From an optimization exercise on the open Yosys and OpenROAD flow, aimed at small area, a short achievable clock period and few clock cycles per item; shortcuts taken in it are not production practice. At most, simulation tests tie the RTL to the original design; equivalence was not proved. For run 1, only the layout was checked, not whether the RTL still works. Power and IR drop assume default switching activity.

==> flow/design.v, too long to show whole: its modules and the start of the top module <==
// module pipelined: 1140 lines
module pipelined(
    input  wire              clk,
    input  wire              rst,
    input  wire              in_valid,
    output wire              in_ready,
    input  wire signed [15:0] a,
    input  wire signed [15:0] b,
    input  wire signed [15:0] c,
    input  wire signed [15:0] d,
    input  wire signed [15:0] e,
    output reg               out_valid,
    input  wire              out_ready,
    output wire signed [31:0] y
);
  // ...
==> flow/run.sh <==
#!/bin/bash
# synth_recipe.tcl (not shown) runs the flow's synth.tcl, then flattens the netlist and writes it again
# the make line also repeats each setting of config.mk as NAME=value (left out here)
make -C /OpenROAD-flow-scripts/flow DESIGN_CONFIG=/design/flow/config.mk WORK_HOME=/design/flow/orfs CLKGATE_MAP_FILE= SYNTH_SCRIPT=/design/flow/synth_recipe.tcl finish
==> flow/config.mk <==
export PLATFORM = sky130hd
export DESIGN_NAME = pipelined
export DESIGN_NICKNAME = pipelined
export VERILOG_FILES = /design/flow/design.v
export SDC_FILE = /design/flow/constraint.sdc
export NUM_CORES = 4
export LEC_CHECK = 0
export CAP_MARGIN = 20
export CORE_MARGIN = 2
export CORE_UTILIZATION = 40
export SETUP_SLACK_MARGIN = 4.0
export SLEW_MARGIN = 20
==> flow/constraint.sdc <==
create_clock -name core_clock -period 8.0 [get_ports {clk}]
set_input_delay 1.6000 -clock core_clock [delete_from_list [all_inputs] [get_ports {clk}]]
set_output_delay 1.6000 -clock core_clock [all_outputs]
set_load 0.01 [all_outputs]
==> summary.txt, run 1 <==
Outcome
  • Outcome: finished clean

STA
  • Slew Limit Fails: 0
  • Final Hold Fails: 0
  • Slew margin rel.: 0.3360
  • Sum of negative setup slack: 0 ns

Floorplanning
  • Initial core utilization: 0.4025
  • Well-tap cell count: 846

Power
  • Pwr top: combinational cells
  • Clock power frac: 0.100
  • Net Sw Power: 6.103 mW
  • Pwr/cell area: 449.7 mW/mm2
  • Sequential power: 2.43 mW

Finish
  • Comb_multi_in: 2021
  • Bufs w/o clock: 240
  • # diodes: 0
  • Multi-input gate share of total cell area: 0.5582
  • Non-clk invs: 325
  • Register area: 0.007087 mm2
  • Commonest non-fill, non-tap cell in the layout: nand2_1
  • Area of the multi-input gates: 0.01594 mm2
  • Layout cells sized above 1: 0.08664

Yosys
  • Synth top area share: 0.2783
  • Syn Std Cell Area: 0.02525 mm2
  • Main combinational cell family by area after synthesis: adder cells
  • Multiplexer area fraction after synthesis: 0.003419
  • Top post-synthesis cells by count: inv_1 (321), nand2_1 (317), a21oi_1 (244)
  • Synth cell types: 70

CTS
  • CTS tree: built
  • Hold_buf cts: 0
  • Worst-Skew Late Latency: 0.59 ns

Global routing
  • All-Layer GR Usage: 0.2358
  • Initial antenna violation count: 0

Drt
  • Initial DRC Count: 2447
  • Uppermost layer routed: met4
  • Residual DRC: 0
  • Met2 Wirelength: 35040 um

Critical path
  • CP endpoint: m0_17
  • Crit path max fanout: 77
  • Reg2reg start: D[3]
  • Slowest CP cell: fa_1
==> run 2: changes to the inputs <==
--- a/flow/design.v
+++ b/flow/design.v
@@ -756,385 +756,327 @@
   wire s736 = ppx6_138 ^ ppx7_156 ^ ppy6_298;
   wire c737 = (ppx6_138 & ppx7_156) | (ppx6_138 & ppy6_298) | (ppx7_156 & ppy6_298);
   wire s738 = ppy7_316 ^ c633 ^ c635;
   wire c739 = (ppy7_316 & c633) | (ppy7_316 & c635) | (c633 & c635);
   wire s740 = ns140 ^ ppx7_157 ^ ns300;
   wire c741 = (ns140 & ppx7_157) | (ns140 & ns300) | (ppx7_157 & ns300);
   wire s742 = ppy7_317 ^ 1'b1;
   wire c743 = ppy7_317 & 1'b1;
+  wire s744 = ppy0_163 ^ D[1];
+  wire c745 = ppy0_163 & D[1];
+  wire s746 = ppx0_4 ^ ppy0_164 ^ E[1];
+  wire c747 = (ppx0_4 & ppy0_164) | (ppx0_4 & E[1]) | (ppy0_164 & E[1]);
+  wire s748 = D[3] ^ E[2] ^ s504;
+  wire c749 = (D[3] & E[2]) | (D[3] & s504) | (E[2] & s504);
+  wire s750 = c505 ^ s640 ^ s642;
+  wire c751 = (c505 & s640) | (c505 & s642) | (s640 & s642);
+  wire s752 = s644 ^ s646 ^ c641;
+  wire c753 = (s644 & s646) | (s644 & c641) | (s646 & c641);
+  wire s754 = s648 ^ s650 ^ c645;
+  wire c755 = (s648 & s650) | (s648 & c645) | (s650 & c645);
+  wire s756 = s652 ^ s654 ^ c649;
+  wire c757 = (s652 & s654) | (s652 & c649) | (s654 & c649);
+  wire s758 = s656 ^ s658 ^ c653;
+  wire c759 = (s656 & s658) | (s656 & c653) | (s658 & c653);
+  wire s760 = s660 ^ s662 ^ c657;
+  wire c761 = (s660 & s662) | (s660 & c657) | (s662 & c657);
+  wire s762 = s664 ^ s666 ^ c661;
+  wire c763 = (s664 & s666) | (s664 & c661) | (s666 & c661);
+  wire s764 = s668 ^ s670 ^ c665;
+  wire c765 = (s668 & s670) | (s668 & c665) | (s670 & c665);
+  wire s766 = s672 ^ s674 ^ c669;
+  wire c767 = (s672 & s674) | (s672 & c669) | (s674 & c669);
+  wire s768 = s676 ^ s678 ^ c673;
+  wire c769 = (s676 & s678) | (s676 & c673) | (s678 & c673);
+  wire s770 = s680 ^ s682 ^ c677;
+  wire c771 = (s680 & s682) | (s680 & c677) | (s682 & c677);
+  wire s772 = s684 ^ s686 ^ c681;
+  wire c773 = (s684 & s686) | (s684 & c681) | (s686 & c681);
+  wire s774 = s688 ^ s690 ^ c685;
+  wire c775 = (s688 & s690) | (s688 & c685) | (s690 & c685);
+  wire s776 = s692 ^ s694 ^ c689;
+  wire c777 = (s692 & s694) | (s692 & c689) | (s694 & c689);
+  wire s778 = s696 ^ s698 ^ c693;
+  wire c779 = (s696 & s698) | (s696 & c693) | (s698 & c693);
+  wire s780 = s700 ^ s702 ^ c697;
+  wire c781 = (s700 & s702) | (s700 & c697) | (s702 & c697);
+  wire s782 = s704 ^ s706 ^ c701;
+  wire c783 = (s704 & s706) | (s704 & c701) | (s706 & c701);
+  wire s784 = s708 ^ s710 ^ c705;
+  wire c785 = (s708 & s710) | (s708 & c705) | (s710 & c705);
+  wire s786 = s712 ^ s714 ^ c709;
+  wire c787 = (s712 & s714) | (s712 & c709) | (s714 & c709);
+  wire s788 = s716 ^ s718 ^ c713;
+  wire c789 = (s716 & s718) | (s716 & c713) | (s718 & c713);
+  wire s790 = s720 ^ s722 ^ c717;
+  wire c791 = (s720 & s722) | (s720 & c717) | (s722 & c717);
+  wire s792 = s724 ^ s726 ^ c721;
+  wire c793 = (s724 & s726) | (s724 & c721) | (s726 & c721);
+  wire s794 = s728 ^ s730 ^ c725;
+  wire c795 = (s728 & s730) | (s728 & c725) | (s730 & c725);
+  wire s796 = s732 ^ s734 ^ c729;
+  wire c797 = (s732 & s734) | (s732 & c729) | (s734 & c729);
+  wire s798 = s736 ^ s738 ^ c733;
+  wire c799 = (s736 & s738) | (s736 & c733) | (s738 & c733);
+  wire s800 = s740 ^ s742 ^ c737;
+  wire c801 = (s740 & s742) | (s740 & c737) | (s742 & c737);
+  wire s802 = ppx7_158 ^ ppy7_318 ^ c741;
+  wire c803 = (ppx7_158 & ppy7_318) | (ppx7_158 & c741) | (ppy7_318 & c741);
+  wire s804 = ns160 ^ ns320;
+  wire c805 = ns160 & ns320;
   reg m0_0;
-  always @(posedge clk) if (~stall) m0_0 <= ppy0_163;
+  always @(posedge clk) if (~stall) m0_0 <= E[0];
   reg m1_0;
-  always @(posedge clk) if (~stall) m1_0 <= D[1];
+  always @(posedge clk) if (~stall) m1_0 <= s636;
   reg m2_0;
-  always @(posedge clk) if (~stall) m2_0 <= E[0];
-  reg m3_0;
-  always @(posedge clk) if (~stall) m3_0 <= s636;
+  always @(posedge clk) if (~stall) m2_0 <= s744;
   reg m0_1;
-  always @(posedge clk) if (~stall) m0_1 <= ppx0_4;
+  always @(posedge clk) if (~stall) m0_1 <= c637;
   reg m1_1;
-  always @(posedge clk) if (~stall) m1_1 <= ppy0_164;
+  always @(posedge clk) if (~stall) m1_1 <= s746;
   reg m2_1;
-  always @(posedge clk) if (~stall) m2_1 <= E[1];
-  reg m3_1;
-  always @(posedge clk) if (~stall) m3_1 <= c637;
+  always @(posedge clk) if (~stall) m2_1 <= c745;
   reg m0_2;
-  always @(posedge clk) if (~stall) m0_2 <= D[3];
+  always @(posedge clk) if (~stall) m0_2 <= s638;
   reg m1_2;
-  always @(posedge clk) if (~stall) m1_2 <= E[2];
+  always @(posedge clk) if (~stall) m1_2 <= s748;
   reg m2_2;
-  always @(posedge clk) if (~stall) m2_2 <= s504;
-  reg m3_2;
-  always @(posedge clk) if (~stall) m3_2 <= s638;
+  always @(posedge clk) if (~stall) m2_2 <= c747;
   reg m0_3;
-  always @(posedge clk) if (~stall) m0_3 <= c505;
+  always @(posedge clk) if (~stall) m0_3 <= c639;
   reg m1_3;
-  always @(posedge clk) if (~stall) m1_3 <= s640;
+  always @(posedge clk) if (~stall) m1_3 <= s750;
   reg m2_3;
-  always @(posedge clk) if (~stall) m2_3 <= s642;
-  reg m3_3;
-  always @(posedge clk) if (~stall) m3_3 <= c639;
+  always @(posedge clk) if (~stall) m2_3 <= c749;
   reg m0_4;
-  always @(posedge clk) if (~stall) m0_4 <= s644;
+  always @(posedge clk) if (~stall) m0_4 <= c643;
   reg m1_4;
-  always @(posedge clk) if (~stall) m1_4 <= s646;
+  always @(posedge clk) if (~stall) m1_4 <= s752;
   reg m2_4;
-  always @(posedge clk) if (~stall) m2_4 <= c641;
-  reg m3_4;
-  always @(posedge clk) if (~stall) m3_4 <= c643;
+  always @(posedge clk) if (~stall) m2_4 <= c751;
   reg m0_5;
-  always @(posedge clk) if (~stall) m0_5 <= s648;
+  always @(posedge clk) if (~stall) m0_5 <= c647;
   reg m1_5;
-  always @(posedge clk) if (~stall) m1_5 <= s650;
+  always @(posedge clk) if (~stall) m1_5 <= s754;
   reg m2_5;
-  always @(posedge clk) if (~stall) m2_5 <= c645;
-  reg m3_5;
-  always @(posedge clk) if (~stall) m3_5 <= c647;
+  always @(posedge clk) if (~stall) m2_5 <= c753;
   reg m0_6;
-  always @(posedge clk) if (~stall) m0_6 <= s652;
+  always @(posedge clk) if (~stall) m0_6 <= c651;
   reg m1_6;
-  always @(posedge clk) if (~stall) m1_6 <= s654;
+  always @(posedge clk) if (~stall) m1_6 <= s756;
   reg m2_6;
-  always @(posedge clk) if (~stall) m2_6 <= c649;
-  reg m3_6;
-  always @(posedge clk) if (~stall) m3_6 <= c651;
+  always @(posedge clk) if (~stall) m2_6 <= c755;
   reg m0_7;
-  always @(posedge clk) if (~stall) m0_7 <= s656;
+  always @(posedge clk) if (~stall) m0_7 <= c655;
   reg m1_7;
-  always @(posedge clk) if (~stall) m1_7 <= s658;
+  always @(posedge clk) if (~stall) m1_7 <= s758;
   reg m2_7;
-  always @(posedge clk) if (~stall) m2_7 <= c653;
-  reg m3_7;
-  always @(posedge clk) if (~stall) m3_7 <= c655;
+  always @(posedge clk) if (~stall) m2_7 <= c757;
   reg m0_8;
-  always @(posedge clk) if (~stall) m0_8 <= s660;
+  always @(posedge clk) if (~stall) m0_8 <= c659;
   reg m1_8;
-  always @(posedge clk) if (~stall) m1_8 <= s662;
+  always @(posedge clk) if (~stall) m1_8 <= s760;
   reg m2_8;
-  always @(posedge clk) if (~stall) m2_8 <= c657;
-  reg m3_8;
-  always @(posedge clk) if (~stall) m3_8 <= c659;
+  always @(posedge clk) if (~stall) m2_8 <= c759;
   reg m0_9;
-  always @(posedge clk) if (~stall) m0_9 <= s664;
+  always @(posedge clk) if (~stall) m0_9 <= c663;
   reg m1_9;
-  always @(posedge clk) if (~stall) m1_9 <= s666;
+  always @(posedge clk) if (~stall) m1_9 <= s762;
   reg m2_9;
-  always @(posedge clk) if (~stall) m2_9 <= c661;
-  reg m3_9;
-  always @(posedge clk) if (~stall) m3_9 <= c663;
+  always @(posedge clk) if (~stall) m2_9 <= c761;
   reg m0_10;
-  always @(posedge clk) if (~stall) m0_10 <= s668;
+  always @(posedge clk) if (~stall) m0_10 <= c667;
   reg m1_10;
-  always @(posedge clk) if (~stall) m1_10 <= s670;
+  always @(posedge clk) if (~stall) m1_10 <= s764;
   reg m2_10;
-  always @(posedge clk) if (~stall) m2_10 <= c665;
-  reg m3_10;
-  always @(posedge clk) if (~stall) m3_10 <= c667;
+  always @(posedge clk) if (~stall) m2_10 <= c763;
   reg m0_11;
-  always @(posedge clk) if (~stall) m0_11 <= s672;
+  always @(posedge clk) if (~stall) m0_11 <= c671;
   reg m1_11;
-  always @(posedge clk) if (~stall) m1_11 <= s674;
+  always @(posedge clk) if (~stall) m1_11 <= s766;
   reg m2_11;
-  always @(posedge clk) if (~stall) m2_11 <= c669;
-  reg m3_11;
-  always @(posedge clk) if (~stall) m3_11 <= c671;
+  always @(posedge clk) if (~stall) m2_11 <= c765;
   reg m0_12;
-  always @(posedge clk) if (~stall) m0_12 <= s676;
+  always @(posedge clk) if (~stall) m0_12 <= c675;
   reg m1_12;
-  always @(posedge clk) if (~stall) m1_12 <= s678;
+  always @(posedge clk) if (~stall) m1_12 <= s768;
   reg m2_12;
-  always @(posedge clk) if (~stall) m2_12 <= c673;
-  reg m3_12;
-  always @(posedge clk) if (~stall) m3_12 <= c675;
+  always @(posedge clk) if (~stall) m2_12 <= c767;
   reg m0_13;
-  always @(posedge clk) if (~stall) m0_13 <= s680;
+  always @(posedge clk) if (~stall) m0_13 <= c679;
   reg m1_13;
-  always @(posedge clk) if (~stall) m1_13 <= s682;
+  always @(posedge clk) if (~stall) m1_13 <= s770;
   reg m2_13;
-  always @(posedge clk) if (~stall) m2_13 <= c677;
-  reg m3_13;
-  always @(posedge clk) if (~stall) m3_13 <= c679;
+  always @(posedge clk) if (~stall) m2_13 <= c769;
   reg m0_14;
-  always @(posedge clk) if (~stall) m0_14 <= s684;
+  always @(posedge clk) if (~stall) m0_14 <= c683;
   reg m1_14;
-  always @(posedge clk) if (~stall) m1_14 <= s686;
+  always @(posedge clk) if (~stall) m1_14 <= s772;
   reg m2_14;
-  always @(posedge clk) if (~stall) m2_14 <= c681;
-  reg m3_14;
-  always @(posedge clk) if (~stall) m3_14 <= c683;
+  always @(posedge clk) if (~stall) m2_14 <= c771;
   reg m0_15;
-  always @(posedge clk) if (~stall) m0_15 <= s688;
+  always @(posedge clk) if (~stall) m0_15 <= c687;
   reg m1_15;
-  always @(posedge clk) if (~stall) m1_15 <= s690;
+  always @(posedge clk) if (~stall) m1_15 <= s774;
   reg m2_15;
-  always @(posedge clk) if (~stall) m2_15 <= c685;
-  reg m3_15;
-  always @(posedge clk) if (~stall) m3_15 <= c687;
+  always @(posedge clk) if (~stall) m2_15 <= c773;
   reg m0_16;
-  always @(posedge clk) if (~stall) m0_16 <= s692;
+  always @(posedge clk) if (~stall) m0_16 <= c691;
   reg m1_16;
-  always @(posedge clk) if (~stall) m1_16 <= s694;
+  always @(posedge clk) if (~stall) m1_16 <= s776;
   reg m2_16;
-  always @(posedge clk) if (~stall) m2_16 <= c689;
-  reg m3_16;
-  always @(posedge clk) if (~stall) m3_16 <= c691;
+  always @(posedge clk) if (~stall) m2_16 <= c775;
   reg m0_17;
-  always @(posedge clk) if (~stall) m0_17 <= s696;
+  always @(posedge clk) if (~stall) m0_17 <= c695;
   reg m1_17;
-  always @(posedge clk) if (~stall) m1_17 <= s698;
+  always @(posedge clk) if (~stall) m1_17 <= s778;
   reg m2_17;
-  always @(posedge clk) if (~stall) m2_17 <= c693;
-  reg m3_17;
-  always @(posedge clk) if (~stall) m3_17 <= c695;
+  always @(posedge clk) if (~stall) m2_17 <= c777;
   reg m0_18;
-  always @(posedge clk) if (~stall) m0_18 <= s700;
+  always @(posedge clk) if (~stall) m0_18 <= c699;
   reg m1_18;
-  always @(posedge clk) if (~stall) m1_18 <= s702;
+  always @(posedge clk) if (~stall) m1_18 <= s780;
   reg m2_18;
-  always @(posedge clk) if (~stall) m2_18 <= c697;
-  reg m3_18;
-  always @(posedge clk) if (~stall) m3_18 <= c699;
+  always @(posedge clk) if (~stall) m2_18 <= c779;
   reg m0_19;
-  always @(posedge clk) if (~stall) m0_19 <= s704;
+  always @(posedge clk) if (~stall) m0_19 <= c703;
   reg m1_19;
-  always @(posedge clk) if (~stall) m1_19 <= s706;
+  always @(posedge clk) if (~stall) m1_19 <= s782;
   reg m2_19;
-  always @(posedge clk) if (~stall) m2_19 <= c701;
-  reg m3_19;
-  always @(posedge clk) if (~stall) m3_19 <= c703;
+  always @(posedge clk) if (~stall) m2_19 <= c781;
   reg m0_20;
-  always @(posedge clk) if (~stall) m0_20 <= s708;
+  always @(posedge clk) if (~stall) m0_20 <= c707;
   reg m1_20;
-  always @(posedge clk) if (~stall) m1_20 <= s710;
+  always @(posedge clk) if (~stall) m1_20 <= s784;
   reg m2_20;
-  always @(posedge clk) if (~stall) m2_20 <= c705;
-  reg m3_20;
-  always @(posedge clk) if (~stall) m3_20 <= c707;
+  always @(posedge clk) if (~stall) m2_20 <= c783;
   reg m0_21;
-  always @(posedge clk) if (~stall) m0_21 <= s712;
+  always @(posedge clk) if (~stall) m0_21 <= c711;
   reg m1_21;
-  always @(posedge clk) if (~stall) m1_21 <= s714;
+  always @(posedge clk) if (~stall) m1_21 <= s786;
   reg m2_21;
-  always @(posedge clk) if (~stall) m2_21 <= c709;
-  reg m3_21;
-  always @(posedge clk) if (~stall) m3_21 <= c711;
+  always @(posedge clk) if (~stall) m2_21 <= c785;
   reg m0_22;
-  always @(posedge clk) if (~stall) m0_22 <= s716;
+  always @(posedge clk) if (~stall) m0_22 <= c715;
   reg m1_22;
-  always @(posedge clk) if (~stall) m1_22 <= s718;
+  always @(posedge clk) if (~stall) m1_22 <= s788;
   reg m2_22;
-  always @(posedge clk) if (~stall) m2_22 <= c713;
-  reg m3_22;
-  always @(posedge clk) if (~stall) m3_22 <= c715;
+  always @(posedge clk) if (~stall) m2_22 <= c787;
   reg m0_23;
-  always @(posedge clk) if (~stall) m0_23 <= s720;
+  always @(posedge clk) if (~stall) m0_23 <= c719;
   reg m1_23;
-  always @(posedge clk) if (~stall) m1_23 <= s722;
+  always @(posedge clk) if (~stall) m1_23 <= s790;
   reg m2_23;
-  always @(posedge clk) if (~stall) m2_23 <= c717;
-  reg m3_23;
-  always @(posedge clk) if (~stall) m3_23 <= c719;
+  always @(posedge clk) if (~stall) m2_23 <= c789;
   reg m0_24;
-  always @(posedge clk) if (~stall) m0_24 <= s724;
+  always @(posedge clk) if (~stall) m0_24 <= c723;
   reg m1_24;
-  always @(posedge clk) if (~stall) m1_24 <= s726;
+  always @(posedge clk) if (~stall) m1_24 <= s792;
   reg m2_24;
-  always @(posedge clk) if (~stall) m2_24 <= c721;
-  reg m3_24;
-  always @(posedge clk) if (~stall) m3_24 <= c723;
+  always @(posedge clk) if (~stall) m2_24 <= c791;
   reg m0_25;
-  always @(posedge clk) if (~stall) m0_25 <= s728;
+  always @(posedge clk) if (~stall) m0_25 <= c727;
   reg m1_25;
-  always @(posedge clk) if (~stall) m1_25 <= s730;
+  always @(posedge clk) if (~stall) m1_25 <= s794;
   reg m2_25;
-  always @(posedge clk) if (~stall) m2_25 <= c725;
-  reg m3_25;
-  always @(posedge clk) if (~stall) m3_25 <= c727;
+  always @(posedge clk) if (~stall) m2_25 <= c793;
   reg m0_26;
-  always @(posedge clk) if (~stall) m0_26 <= s732;
+  always @(posedge clk) if (~stall) m0_26 <= c731;
   reg m1_26;
-  always @(posedge clk) if (~stall) m1_26 <= s734;
+  always @(posedge clk) if (~stall) m1_26 <= s796;
   reg m2_26;
-  always @(posedge clk) if (~stall) m2_26 <= c729;
-  reg m3_26;
-  always @(posedge clk) if (~stall) m3_26 <= c731;
+  always @(posedge clk) if (~stall) m2_26 <= c795;
   reg m0_27;
-  always @(posedge clk) if (~stall) m0_27 <= s736;
+  always @(posedge clk) if (~stall) m0_27 <= c735;
   reg m1_27;
-  always @(posedge clk) if (~stall) m1_27 <= s738;
+  always @(posedge clk) if (~stall) m1_27 <= s798;
   reg m2_27;
-  always @(posedge clk) if (~stall) m2_27 <= c733;
-  reg m3_27;
-  always @(posedge clk) if (~stall) m3_27 <= c735;
+  always @(posedge clk) if (~stall) m2_27 <= c797;
   reg m0_28;
-  always @(posedge clk) if (~stall) m0_28 <= s740;
+  always @(posedge clk) if (~stall) m0_28 <= c739;
   reg m1_28;
-  always @(posedge clk) if (~stall) m1_28 <= s742;
+  always @(posedge clk) if (~stall) m1_28 <= s800;
   reg m2_28;
-  always @(posedge clk) if (~stall) m2_28 <= c737;
-  reg m3_28;
-  always @(posedge clk) if (~stall) m3_28 <= c739;
+  always @(posedge clk) if (~stall) m2_28 <= c799;
   reg m0_29;
-  always @(posedge clk) if (~stall) m0_29 <= ppx7_158;
+  always @(posedge clk) if (~stall) m0_29 <= c743;
   reg m1_29;
-  always @(posedge clk) if (~stall) m1_29 <= ppy7_318;
+  always @(posedge clk) if (~stall) m1_29 <= s802;
   reg m2_29;
-  always @(posedge clk) if (~stall) m2_29 <= c741;
-  reg m3_29;
-  always @(posedge clk) if (~stall) m3_29 <= c743;
-  reg m0_30;
-  always @(posedge clk) if (~stall) m0_30 <= ns160;
+  always @(posedge clk) if (~stall) m2_29 <= c801;
   reg m1_30;
-  always @(posedge clk) if (~stall) m1_30 <= ns320;
+  always @(posedge clk) if (~stall) m1_30 <= s804;
+  reg m2_30;
+  always @(posedge clk) if (~stall) m2_30 <= c803;
+  reg m0_31;
+  always @(posedge clk) if (~stall) m0_31 <= c805;
   reg vm;
   always @(posedge clk) if (rst) vm <= 1'b0; else if (~stall) vm <= va;
-  wire s744 = m0_0 ^ m1_0;
-  wire c745 = m0_0 & m1_0;
-  wire s746 = m0_1 ^ m1_1 ^ m2_1;
-  wire c747 = (m0_1 & m1_1) | (m0_1 & m2_1) | (m1_1 & m2_1);
-  wire s748 = m0_2 ^ m1_2 ^ m2_2;
-  wire c749 = (m0_2 & m1_2) | (m0_2 & m2_2) | (m1_2 & m2_2);
-  wire s750 = m0_3 ^ m1_3 ^ m2_3;
-  wire c751 = (m0_3 & m1_3) | (m0_3 & m2_3) | (m1_3 & m2_3);
-  wire s752 = m0_4 ^ m1_4 ^ m2_4;
-  wire c753 = (m0_4 & m1_4) | (m0_4 & m2_4) | (m1_4 & m2_4);
-  wire s754 = m0_5 ^ m1_5 ^ m2_5;
-  wire c755 = (m0_5 & m1_5) | (m0_5 & m2_5) | (m1_5 & m2_5);
-  wire s756 = m0_6 ^ m1_6 ^ m2_6;
-  wire c757 = (m0_6 & m1_6) | (m0_6 & m2_6) | (m1_6 & m2_6);
-  wire s758 = m0_7 ^ m1_7 ^ m2_7;
-  wire c759 = (m0_7 & m1_7) | (m0_7 & m2_7) | (m1_7 & m2_7);
-  wire s760 = m0_8 ^ m1_8 ^ m2_8;
-  wire c761 = (m0_8 & m1_8) | (m0_8 & m2_8) | (m1_8 & m2_8);
-  wire s762 = m0_9 ^ m1_9 ^ m2_9;
-  wire c763 = (m0_9 & m1_9) | (m0_9 & m2_9) | (m1_9 & m2_9);
-  wire s764 = m0_10 ^ m1_10 ^ m2_10;
-  wire c765 = (m0_10 & m1_10) | (m0_10 & m2_10) | (m1_10 & m2_10);
-  wire s766 = m0_11 ^ m1_11 ^ m2_11;
-  wire c767 = (m0_11 & m1_11) | (m0_11 & m2_11) | (m1_11 & m2_11);
-  wire s768 = m0_12 ^ m1_12 ^ m2_12;
-  wire c769 = (m0_12 & m1_12) | (m0_12 & m2_12) | (m1_12 & m2_12);
-  wire s770 = m0_13 ^ m1_13 ^ m2_13;
-  wire c771 = (m0_13 & m1_13) | (m0_13 & m2_13) | (m1_13 & m2_13);
-  wire s772 = m0_14 ^ m1_14 ^ m2_14;
-  wire c773 = (m0_14 & m1_14) | (m0_14 & m2_14) | (m1_14 & m2_14);
-  wire s774 = m0_15 ^ m1_15 ^ m2_15;
-  wire c775 = (m0_15 & m1_15) | (m0_15 & m2_15) | (m1_15 & m2_15);
-  wire s776 = m0_16 ^ m1_16 ^ m2_16;
-  wire c777 = (m0_16 & m1_16) | (m0_16 & m2_16) | (m1_16 & m2_16);
-  wire s778 = m0_17 ^ m1_17 ^ m2_17;
-  wire c779 = (m0_17 & m1_17) | (m0_17 & m2_17) | (m1_17 & m2_17);
-  wire s780 = m0_18 ^ m1_18 ^ m2_18;
-  wire c781 = (m0_18 & m1_18) | (m0_18 & m2_18) | (m1_18 & m2_18);
-  wire s782 = m0_19 ^ m1_19 ^ m2_19;
-  wire c783 = (m0_19 & m1_19) | (m0_19 & m2_19) | (m1_19 & m2_19);
-  wire s784 = m0_20 ^ m1_20 ^ m2_20;
-  wire c785 = (m0_20 & m1_20) | (m0_20 & m2_20) | (m1_20 & m2_20);
-  wire s786 = m0_21 ^ m1_21 ^ m2_21;
-  wire c787 = (m0_21 & m1_21) | (m0_21 & m2_21) | (m1_21 & m2_21);
-  wire s788 = m0_22 ^ m1_22 ^ m2_22;
-  wire c789 = (m0_22 & m1_22) | (m0_22 & m2_22) | (m1_22 & m2_22);
-  wire s790 = m0_23 ^ m1_23 ^ m2_23;
-  wire c791 = (m0_23 & m1_23) | (m0_23 & m2_23) | (m1_23 & m2_23);
-  wire s792 = m0_24 ^ m1_24 ^ m2_24;
-  wire c793 = (m0_24 & m1_24) | (m0_24 & m2_24) | (m1_24 & m2_24);
-  wire s794 = m0_25 ^ m1_25 ^ m2_25;
-  wire c795 = (m0_25 & m1_25) | (m0_25 & m2_25) | (m1_25 & m2_25);
-  wire s796 = m0_26 ^ m1_26 ^ m2_26;
-  wire c797 = (m0_26 & m1_26) | (m0_26 & m2_26) | (m1_26 & m2_26);
-  wire s798 = m0_27 ^ m1_27 ^ m2_27;
-  wire c799 = (m0_27 & m1_27) | (m0_27 & m2_27) | (m1_27 & m2_27);
-  wire s800 = m0_28 ^ m1_28 ^ m2_28;
-  wire c801 = (m0_28 & m1_28) | (m0_28 & m2_28) | (m1_28 & m2_28);
-  wire s802 = m0_29 ^ m1_29 ^ m2_29;
-  wire c803 = (m0_29 & m1_29) | (m0_29 & m2_29) | (m1_29 & m2_29);
-  wire s804 = m0_30 ^ m1_30;
-  wire c805 = m0_30 & m1_30;
-  wire s806 = m2_0 ^ m3_0;
-  wire c807 = m2_0 & m3_0;
-  wire s808 = m3_1 ^ s746 ^ c745;
-  wire c809 = (m3_1 & s746) | (m3_1 & c745) | (s746 & c745);
-  wire s810 = m3_2 ^ s748 ^ c747;
-  wire c811 = (m3_2 & s748) | (m3_2 & c747) | (s748 & c747);
-  wire s812 = m3_3 ^ s750 ^ c749;
-  wire c813 = (m3_3 & s750) | (m3_3 & c749) | (s750 & c749);
-  wire s814 = m3_4 ^ s752 ^ c751;
-  wire c815 = (m3_4 & s752) | (m3_4 & c751) | (s752 & c751);
-  wire s816 = m3_5 ^ s754 ^ c753;
-  wire c817 = (m3_5 & s754) | (m3_5 & c753) | (s754 & c753);
-  wire s818 = m3_6 ^ s756 ^ c755;
-  wire c819 = (m3_6 & s756) | (m3_6 & c755) | (s756 & c755);
-  wire s820 = m3_7 ^ s758 ^ c757;
-  wire c821 = (m3_7 & s758) | (m3_7 & c757) | (s758 & c757);
-  wire s822 = m3_8 ^ s760 ^ c759;
-  wire c823 = (m3_8 & s760) | (m3_8 & c759) | (s760 & c759);
-  wire s824 = m3_9 ^ s762 ^ c761;
-  wire c825 = (m3_9 & s762) | (m3_9 & c761) | (s762 & c761);
-  wire s826 = m3_10 ^ s764 ^ c763;
-  wire c827 = (m3_10 & s764) | (m3_10 & c763) | (s764 & c763);
-  wire s828 = m3_11 ^ s766 ^ c765;
-  wire c829 = (m3_11 & s766) | (m3_11 & c765) | (s766 & c765);
-  wire s830 = m3_12 ^ s768 ^ c767;
-  wire c831 = (m3_12 & s768) | (m3_12 & c767) | (s768 & c767);
-  wire s832 = m3_13 ^ s770 ^ c769;
-  wire c833 = (m3_13 & s770) | (m3_13 & c769) | (s770 & c769);
-  wire s834 = m3_14 ^ s772 ^ c771;
-  wire c835 = (m3_14 & s772) | (m3_14 & c771) | (s772 & c771);
-  wire s836 = m3_15 ^ s774 ^ c773;
-  wire c837 = (m3_15 & s774) | (m3_15 & c773) | (s774 & c773);
-  wire s838 = m3_16 ^ s776 ^ c775;
-  wire c839 = (m3_16 & s776) | (m3_16 & c775) | (s776 & c775);
-  wire s840 = m3_17 ^ s778 ^ c777;
-  wire c841 = (m3_17 & s778) | (m3_17 & c777) | (s778 & c777);
-  wire s842 = m3_18 ^ s780 ^ c779;
-  wire c843 = (m3_18 & s780) | (m3_18 & c779) | (s780 & c779);
-  wire s844 = m3_19 ^ s782 ^ c781;
-  wire c845 = (m3_19 & s782) | (m3_19 & c781) | (s782 & c781);
-  wire s846 = m3_20 ^ s784 ^ c783;
-  wire c847 = (m3_20 & s784) | (m3_20 & c783) | (s784 & c783);
-  wire s848 = m3_21 ^ s786 ^ c785;
-  wire c849 = (m3_21 & s786) | (m3_21 & c785) | (s786 & c785);
-  wire s850 = m3_22 ^ s788 ^ c787;
-  wire c851 = (m3_22 & s788) | (m3_22 & c787) | (s788 & c787);
-  wire s852 = m3_23 ^ s790 ^ c789;
-  wire c853 = (m3_23 & s790) | (m3_23 & c789) | (s790 & c789);
-  wire s854 = m3_24 ^ s792 ^ c791;
-  wire c855 = (m3_24 & s792) | (m3_24 & c791) | (s792 & c791);
-  wire s856 = m3_25 ^ s794 ^ c793;
-  wire c857 = (m3_25 & s794) | (m3_25 & c793) | (s794 & c793);
-  wire s858 = m3_26 ^ s796 ^ c795;
-  wire c859 = (m3_26 & s796) | (m3_26 & c795) | (s796 & c795);
-  wire s860 = m3_27 ^ s798 ^ c797;
-  wire c861 = (m3_27 & s798) | (m3_27 & c797) | (s798 & c797);
-  wire s862 = m3_28 ^ s800 ^ c799;
-  wire c863 = (m3_28 & s800) | (m3_28 & c799) | (s800 & c799);
-  wire s864 = m3_29 ^ s802 ^ c801;
-  wire c865 = (m3_29 & s802) | (m3_29 & c801) | (s802 & c801);
-  wire s866 = 1'b1 ^ s804 ^ c803;
-  wire c867 = (1'b1 & s804) | (1'b1 & c803) | (s804 & c803);
-  wire [31:0] row0 = {c805, s866, s864, s862, s860, s858, s856, s854, s852, s850, s848, s846, s844, s842, s840, s838, s836, s834, s832, s830, s828, s826, s824, s822, s820, s818, s816, s814, s812, s810, s808, s744};
+  wire s806 = m0_0 ^ m1_0;
+  wire c807 = m0_0 & m1_0;
+  wire s808 = m0_1 ^ m1_1 ^ m2_1;
+  wire c809 = (m0_1 & m1_1) | (m0_1 & m2_1) | (m1_1 & m2_1);
+  wire s810 = m0_2 ^ m1_2 ^ m2_2;
+  wire c811 = (m0_2 & m1_2) | (m0_2 & m2_2) | (m1_2 & m2_2);
+  wire s812 = m0_3 ^ m1_3 ^ m2_3;
+  wire c813 = (m0_3 & m1_3) | (m0_3 & m2_3) | (m1_3 & m2_3);
+  wire s814 = m0_4 ^ m1_4 ^ m2_4;
+  wire c815 = (m0_4 & m1_4) | (m0_4 & m2_4) | (m1_4 & m2_4);
+  wire s816 = m0_5 ^ m1_5 ^ m2_5;
+  wire c817 = (m0_5 & m1_5) | (m0_5 & m2_5) | (m1_5 & m2_5);
+  wire s818 = m0_6 ^ m1_6 ^ m2_6;
+  wire c819 = (m0_6 & m1_6) | (m0_6 & m2_6) | (m1_6 & m2_6);
+  wire s820 = m0_7 ^ m1_7 ^ m2_7;
+  wire c821 = (m0_7 & m1_7) | (m0_7 & m2_7) | (m1_7 & m2_7);
+  wire s822 = m0_8 ^ m1_8 ^ m2_8;
+  wire c823 = (m0_8 & m1_8) | (m0_8 & m2_8) | (m1_8 & m2_8);
+  wire s824 = m0_9 ^ m1_9 ^ m2_9;
+  wire c825 = (m0_9 & m1_9) | (m0_9 & m2_9) | (m1_9 & m2_9);
+  wire s826 = m0_10 ^ m1_10 ^ m2_10;
+  wire c827 = (m0_10 & m1_10) | (m0_10 & m2_10) | (m1_10 & m2_10);
+  wire s828 = m0_11 ^ m1_11 ^ m2_11;
+  wire c829 = (m0_11 & m1_11) | (m0_11 & m2_11) | (m1_11 & m2_11);
+  wire s830 = m0_12 ^ m1_12 ^ m2_12;
+  wire c831 = (m0_12 & m1_12) | (m0_12 & m2_12) | (m1_12 & m2_12);
+  wire s832 = m0_13 ^ m1_13 ^ m2_13;
+  wire c833 = (m0_13 & m1_13) | (m0_13 & m2_13) | (m1_13 & m2_13);
+  wire s834 = m0_14 ^ m1_14 ^ m2_14;
+  wire c835 = (m0_14 & m1_14) | (m0_14 & m2_14) | (m1_14 & m2_14);
+  wire s836 = m0_15 ^ m1_15 ^ m2_15;
+  wire c837 = (m0_15 & m1_15) | (m0_15 & m2_15) | (m1_15 & m2_15);
+  wire s838 = m0_16 ^ m1_16 ^ m2_16;
+  wire c839 = (m0_16 & m1_16) | (m0_16 & m2_16) | (m1_16 & m2_16);
+  wire s840 = m0_17 ^ m1_17 ^ m2_17;
+  wire c841 = (m0_17 & m1_17) | (m0_17 & m2_17) | (m1_17 & m2_17);
+  wire s842 = m0_18 ^ m1_18 ^ m2_18;
+  wire c843 = (m0_18 & m1_18) | (m0_18 & m2_18) | (m1_18 & m2_18);
+  wire s844 = m0_19 ^ m1_19 ^ m2_19;
+  wire c845 = (m0_19 & m1_19) | (m0_19 & m2_19) | (m1_19 & m2_19);
+  wire s846 = m0_20 ^ m1_20 ^ m2_20;
+  wire c847 = (m0_20 & m1_20) | (m0_20 & m2_20) | (m1_20 & m2_20);
+  wire s848 = m0_21 ^ m1_21 ^ m2_21;
+  wire c849 = (m0_21 & m1_21) | (m0_21 & m2_21) | (m1_21 & m2_21);
+  wire s850 = m0_22 ^ m1_22 ^ m2_22;
+  wire c851 = (m0_22 & m1_22) | (m0_22 & m2_22) | (m1_22 & m2_22);
+  wire s852 = m0_23 ^ m1_23 ^ m2_23;
+  wire c853 = (m0_23 & m1_23) | (m0_23 & m2_23) | (m1_23 & m2_23);
+  wire s854 = m0_24 ^ m1_24 ^ m2_24;
+  wire c855 = (m0_24 & m1_24) | (m0_24 & m2_24) | (m1_24 & m2_24);
+  wire s856 = m0_25 ^ m1_25 ^ m2_25;
+  wire c857 = (m0_25 & m1_25) | (m0_25 & m2_25) | (m1_25 & m2_25);
+  wire s858 = m0_26 ^ m1_26 ^ m2_26;
+  wire c859 = (m0_26 & m1_26) | (m0_26 & m2_26) | (m1_26 & m2_26);
+  wire s860 = m0_27 ^ m1_27 ^ m2_27;
+  wire c861 = (m0_27 & m1_27) | (m0_27 & m2_27) | (m1_27 & m2_27);
+  wire s862 = m0_28 ^ m1_28 ^ m2_28;
+  wire c863 = (m0_28 & m1_28) | (m0_28 & m2_28) | (m1_28 & m2_28);
+  wire s864 = m0_29 ^ m1_29 ^ m2_29;
+  wire c865 = (m0_29 & m1_29) | (m0_29 & m2_29) | (m1_29 & m2_29);
+  wire s866 = 1'b1 ^ m1_30 ^ m2_30;
+  wire c867 = (1'b1 & m1_30) | (1'b1 & m2_30) | (m1_30 & m2_30);
+  wire [31:0] row0 = {m0_31, s866, s864, s862, s860, s858, s856, s854, s852, s850, s848, s846, s844, s842, s840, s838, s836, s834, s832, s830, s828, s826, s824, s822, s820, s818, s816, s814, s812, s810, s808, m2_0};
   wire [31:0] row1 = {c867, c865, c863, c861, c859, c857, c855, c853, c851, c849, c847, c845, c843, c841, c839, c837, c835, c833, c831, c829, c827, c825, c823, c821, c819, c817, c815, c813, c811, c809, c807, s806};
   reg [31:0] yq;
   always @(posedge clk) if (~stall) yq <= row0 + row1;
   assign y = yq;
   always @(posedge clk) if (rst) out_valid <= 1'b0; else if (~stall) out_valid <= vm;
 endmodule
==> flow/flow/run.sh (new file) <==
#!/bin/bash
# Standard ORFS layout, except that Yosys's "synth" runs with -noabc, so the quick
# ABC pass before full-adder extraction does not scramble the adder tree's polarity.
set -euo pipefail
sed 's/yosys synth -nofsm -noshare {\*}\$args/yosys synth -nofsm -noshare -noabc {*}$args/' synth_recipe.tcl > flow/noabc_synth.tcl
grep -q -- '-noabc' flow/noabc_synth.tcl
sed "s#SYNTH_SCRIPT=[^ ]*#SYNTH_SCRIPT=$PWD/flow/noabc_synth.tcl#" standard.sh > flow/standard_noabc.sh
grep -q noabc_synth flow/standard_noabc.sh
bash flow/standard_noabc.sh > standard.log 2>&1
==> flow/standard.sh (new file) <==
#!/bin/bash
# synth_recipe.tcl (not shown) runs the flow's synth.tcl, then flattens the netlist and writes it again
# the make line also repeats each setting of config.mk as NAME=value (left out here)
make -C /OpenROAD-flow-scripts/flow DESIGN_CONFIG=/design/flow/config.mk WORK_HOME=/design/flow/orfs CLKGATE_MAP_FILE= SYNTH_SCRIPT=/design/flow/synth_recipe.tcl "${@:-finish}"
==> flow/config.mk (replaced) <==
export PLATFORM = sky130hd
export DESIGN_NAME = pipelined
export DESIGN_NICKNAME = pipelined
export VERILOG_FILES = /design/flow/design.v
export SDC_FILE = /design/flow/constraint.sdc
export NUM_CORES = 4
export LEC_CHECK = 0
export ABC_AREA = 1
export CAP_MARGIN = 20
export CORE_MARGIN = 2
export CORE_UTILIZATION = 40
export SETUP_SLACK_MARGIN = 4.0
export SLEW_MARGIN = 20
removed: flow/run.sh
==> run 2 against run 1 <==
Effect of this change: critical path depth is the same; critical endpoint is now m1_12; combinational power shrank 9.0%; clock skew shrank 0.013 ns; still clean; design area shrank 12%; sequential cell count shrank 29; sequential power shrank 5%; cell count shrank 27%; fmax shrank 8.1%; die area shrank 21%; sequential share of layout area is essentially flat; power shrank 8.9%; via count shrank 33%.
==> summary.txt, run 2 <==
CTS
  • Clock slew at reported path FFs: 0.06 ns (about the same)
  • CTS tree: built (unchanged)
  • Root Driver: clkbuf_16 (unchanged)
  • Clock Tree Buf Depth: 3 (unchanged)
  • Clock sink total: 208 (was 237)
  • Worst-Skew Late Latency: 0.56 ns (was 0.59 ns)
  • Hold_buf cts: 0 (unchanged)
  • H-tree levels: 1 (unchanged)
  • CTS buffer count: 26 (was 28)

Finish
  • # diodes: 0 (unchanged)
  • Final core utilization: 0.5091 (was 0.4551)
  • Final design area excluding fillers: 0.02502 mm2 (was 0.02855 mm2)
  • Commonest non-fill, non-tap cells in the layout: nand2_1 (266), xor2_1 (238), fa_1 (207) (was nand2_1 (313), inv_1 (311), a21oi_1 (243))
  • Commonest non-fill, non-tap cell in the layout: nand2_1 (unchanged)
  • Register area: 0.006216 mm2 (was 0.007087 mm2)
  • Max reg flops: 32 (unchanged)
  • Layout cells sized above 1: 0.2429 (was 0.08664)
  • Register name with the most flops: yq (unchanged)
  • Filler cells: 4321 (was 5941)
  • Area of the multi-input gates: 0.01339 mm2 (was 0.01594 mm2)
  • Nets: 2423 (was 3236)
  • Layout area overhead: 25.17% (was 13.08%)

Yosys
  • #FFs+latches synth: 208 (was 237)
  • Top post-synthesis cells by count: nand2_1 (292), xor2_1 (262), fa_1 (242) (was inv_1 (321), nand2_1 (317), a21oi_1 (244))
  • Syn nets: 2220 (was 3262)
  • Top FF cell, synth: edfxtp_1 (unchanged)
  • Asr flop ratio synth: 0 (unchanged)
  • Sequential cell area fraction in the yosys report: 0.3109 (was 0.2807)
  • Synth cell types: 40 (was 70)
  • Syn Std Cell Area: 0.01999 mm2 (was 0.02525 mm2)
  • Synth Warn #: 1 (unchanged)
  • Avg Synthesized Cell Area: 10.97 um2 (was 8.771 um2)
  • Synth area leader: edfxtp_1 (unchanged)
  • Synth top area share: 0.3079 (was 0.2783)
  • Most frequent cell after synthesis: nand2_1 (was inv_1)
  • Post-synth EDFFs: 205 (was 234)
  • Top cells by area, synth: edfxtp_1 (31%), fa_1 (24%), xor2_1 (11%) (was edfxtp_1 (28%), fa_1 (19%), a21oi_1 (4.8%))
  • Cell count after synthesis: 1822 (was 2879)

Power
  • Lkg Pwr: 10.51 nW (was 11.22 nW)
  • VDD IR max: 0.2189 mV (was 0.3012 mV)
  • Pwr/cell area: 467.4 mW/mm2 (was 449.7 mW/mm2)
  • Overall Power: 11.70 mW (was 12.84 mW)

Critical path
  • Slowest CP cell: fa_2 (was fa_1)
  • Crit-path cells: buf_12 > or2_4 > nand2_8 > nand2_8 > buf_6 > o22ai_2 > xor2_2 > fa_1 > fa_2 > fa_1 > fa_2 > fa_1 (was clkbuf_16 > inv_1 > nor2_1 > nand2_1 > o21ai_0 > a21oi_1 > fa_1 > inv_1 > fa_1 > fa_1 > inv_1 > fa_1)
  • CP Launch Type: flop (unchanged)
  • CP arrival: 4.60 ns (was 4.29 ns)
  • Crit end category: flop (unchanged)
  • Worst Setup Path Type: reg -> reg (unchanged)
  • CP most frequent cell: fa_1 (unchanged)
  • Buf/Inv on CP: 2 (was 4)
  • Delay-heaviest family, CP: adder cells (unchanged)
  • Crit path max fanout: 6 (was 77)
  • Critical path required time: 8.29 ns (was 8.33 ns)
  • Critical path's largest stage delay: 0.61 ns (was 0.54 ns)

Floorplanning
  • I/O pins: 118 (unchanged)
  • Initial core utilization: 0.4067 (was 0.4025)
  • # rows: 81 (was 92)
  • Die height: 227.6 um (was 255.3 um)
  • Die ar.: 0.05178 mm2 (was 0.06515 mm2)
  • Die Wd: 227.6 um (was 255.3 um)
  • Core area: 0.04915 mm2 (was 0.06274 mm2)

Drt
  • Metal1 wirelength: 25570 um (was 34840 um)
  • Uppermost layer routed: met4 (unchanged)
  • Avg WL per Cell: 22.19 um (was 21.13 um)
  • Met2 Wirelength: 28700 um (was 35040 um)
  • Final WL: 60040 um (was 78610 um)
  • Vias: 14380 (was 21400)
  • DR WL met3: 4125 um (was 6377 um)
  • Residual DRC: 0 (unchanged)
  • Final ANT Viol Nets: 0 (unchanged)
  • Drt pass-1 iters: 8 (unchanged)
  • Initial DRC Count: 1104 (was 2447)
  • Post-DR vias/cell: 5.312 (was 5.753)

Placement
  • Port Buffers: 117 (unchanged)
  • DP Area: 0.02166 mm2 (was 0.02678 mm2)
  • GP Congestion: 0.9194 (was 0.8993)
  • Hpwl dp: 42730 um (was 55740 um)

Global routing
  • All-Layer GR Usage: 0.2348 (was 0.2358)
  • Largest net degree at the start of global routing: 81 (was 96)
  • Vias in the first global route: 14740 (was 19270)
  • Grt ovf: 0 (unchanged)
  • Initial antenna violation count: 0 (unchanged)
  • First-pass GRT wire length: 90130 um (was 117700 um)

STA
  • Slew Limit Fails: 0 (unchanged)
  • Max Freq: 232.4 MHz (was 252.9 MHz)
  • Setup Viol. Count Final: 0 (unchanged)
  • RSZ-0062 raised after global routing: true (unchanged)
  • Slew @ Worst Pin: 0.9868 ns (was 0.9961 ns)
  • Fin Hold WS: 0.4173 ns (was 0.3995 ns)
  • Final Skew: 0.01618 ns (was 0.02928 ns)
  • Final period util: 0.5379 (was 0.4942)
  • Sum of negative setup slack: 0 ns (unchanged)
  • Slew margin rel.: 0.3421 (was 0.3360)
  • Final min period: 4.303 ns (was 3.954 ns)
  • Final Hold Fails: 0 (unchanged)

Run
  • Max cap viols: 0 (unchanged)

Outcome
  • Outcome: finished clean (unchanged)

Hold path
  • Hold Crit Class: reg -> reg (unchanged)
[run 2: layout make-up]
cell class	count	area share
clock buffer	30	0.02660
clock inverter	15	0.004250
tap	664	0.03320
timing repair buffer	270	0.1159
multi-input combinational	1301	0.5350
sequential	208	0.2484
inverter	218	0.03665
[run 2: path summary, 6_finish.rpt]
kind / startpoint / endpoint / slack (ns) / depth (start not counted)
max: B[7] / m1_12 / 3.70 / 12
min: E[0] / m0_0 / 0.42 / 0
max reg2reg: B[7] / m1_12 / 3.70 / 12
min reg2reg: E[0] / m0_0 / 0.42 / 0
[run 2: stage by stage]
step           setup WS (ns)  std cells
2_1_floorplan          2.362       1822
3_3_place_gp           3.074       2530
3_5_place_dp           3.074       2530
4_1_cts                3.747       2678
5_1_grt                3.635       2706
6_report               3.697       2706
[run 2: cells by family (layout without fill, tap and decap cells)]
| kind of cell | count (synthesis) | count (layout) | synth area share |
|---|---|---|---|
| AO/OA/AOI/OAI | 292 | 292 | 0.1242 |
| AND/OR/NAND/NOR | 427 | 430 | 0.08906 |
| flip-flops | 208 | 208 | 0.3109 |
| adder cells (fa/ha/maj) | 314 | 314 | 0.2874 |
| buffers and inverters | 316 | 533 | 0.07003 |
| XOR/XNOR | 265 | 265 | 0.1184 |
[run 2: power breakdown]
group,switching (mW),total [mW],internal (mW),leakage (nW)
Sequential,0.168,2.31,2.14,2.19
Combinational,4.87,8.31,3.44,7.96
Clock,0.478,1.08,0.598,0.364
Total,5.52,11.7,6.18,10.5
[run 2: what timing repair did]
action                                  CTS  global route
gates cloned                             12             0
endpoints found under the setup margin   46           114
resized for setup                       201            77
buffers inserted                         91            28
hold endpoints to repair                  0             0
pin swaps                                88            81
[run 2: metal layers]
metal	global-route usage	up-vias
met5	0	-
li1	-	6468
met4	0.06346	0
met1	0.3198	7248
met3	0.03562	79
met2	0.3913	580
Testbench counts of run 2, summed over its fixed seeds: cycles 32,024, items 32,000.

[separate check: timing with driven ports]
The flow's constraints put no driver on any port. The routed layouts listed below were extracted and timed again, unchanged, in two steps. Step 1 assumes that a clkbuf_16 drives the clock port and a buf_2 every other input. Step 2 also shifts input and output timing later by t, the mid clock arrival at the registers, as if the neighbouring blocks saw the same clock. Slacks: no drivers / after step 1 / after step 2; pairs: no drivers / after step 1.
| run | t, ns | setup slack, ns | hold WS [ns] | worst setup path at the end | pins driven straight from the clock port |
|---|---|---|---|---|---|
| run 1 | 0.641 | 4.046 / 4.046 / 3.576 | 0.399 / 0.399 / 0.399 | input to register | 1 |
| run 2 | 0.613 | 3.697 / 3.697 / 3.697 | 0.417 / 0.417 / 0.417 | register to register | 1 |
After both steps every run listed still meets setup and hold. For run 1, which loses most, drivers alone change the setup slack by 0.000 ns; drivers and shift together by -0.470 ns.
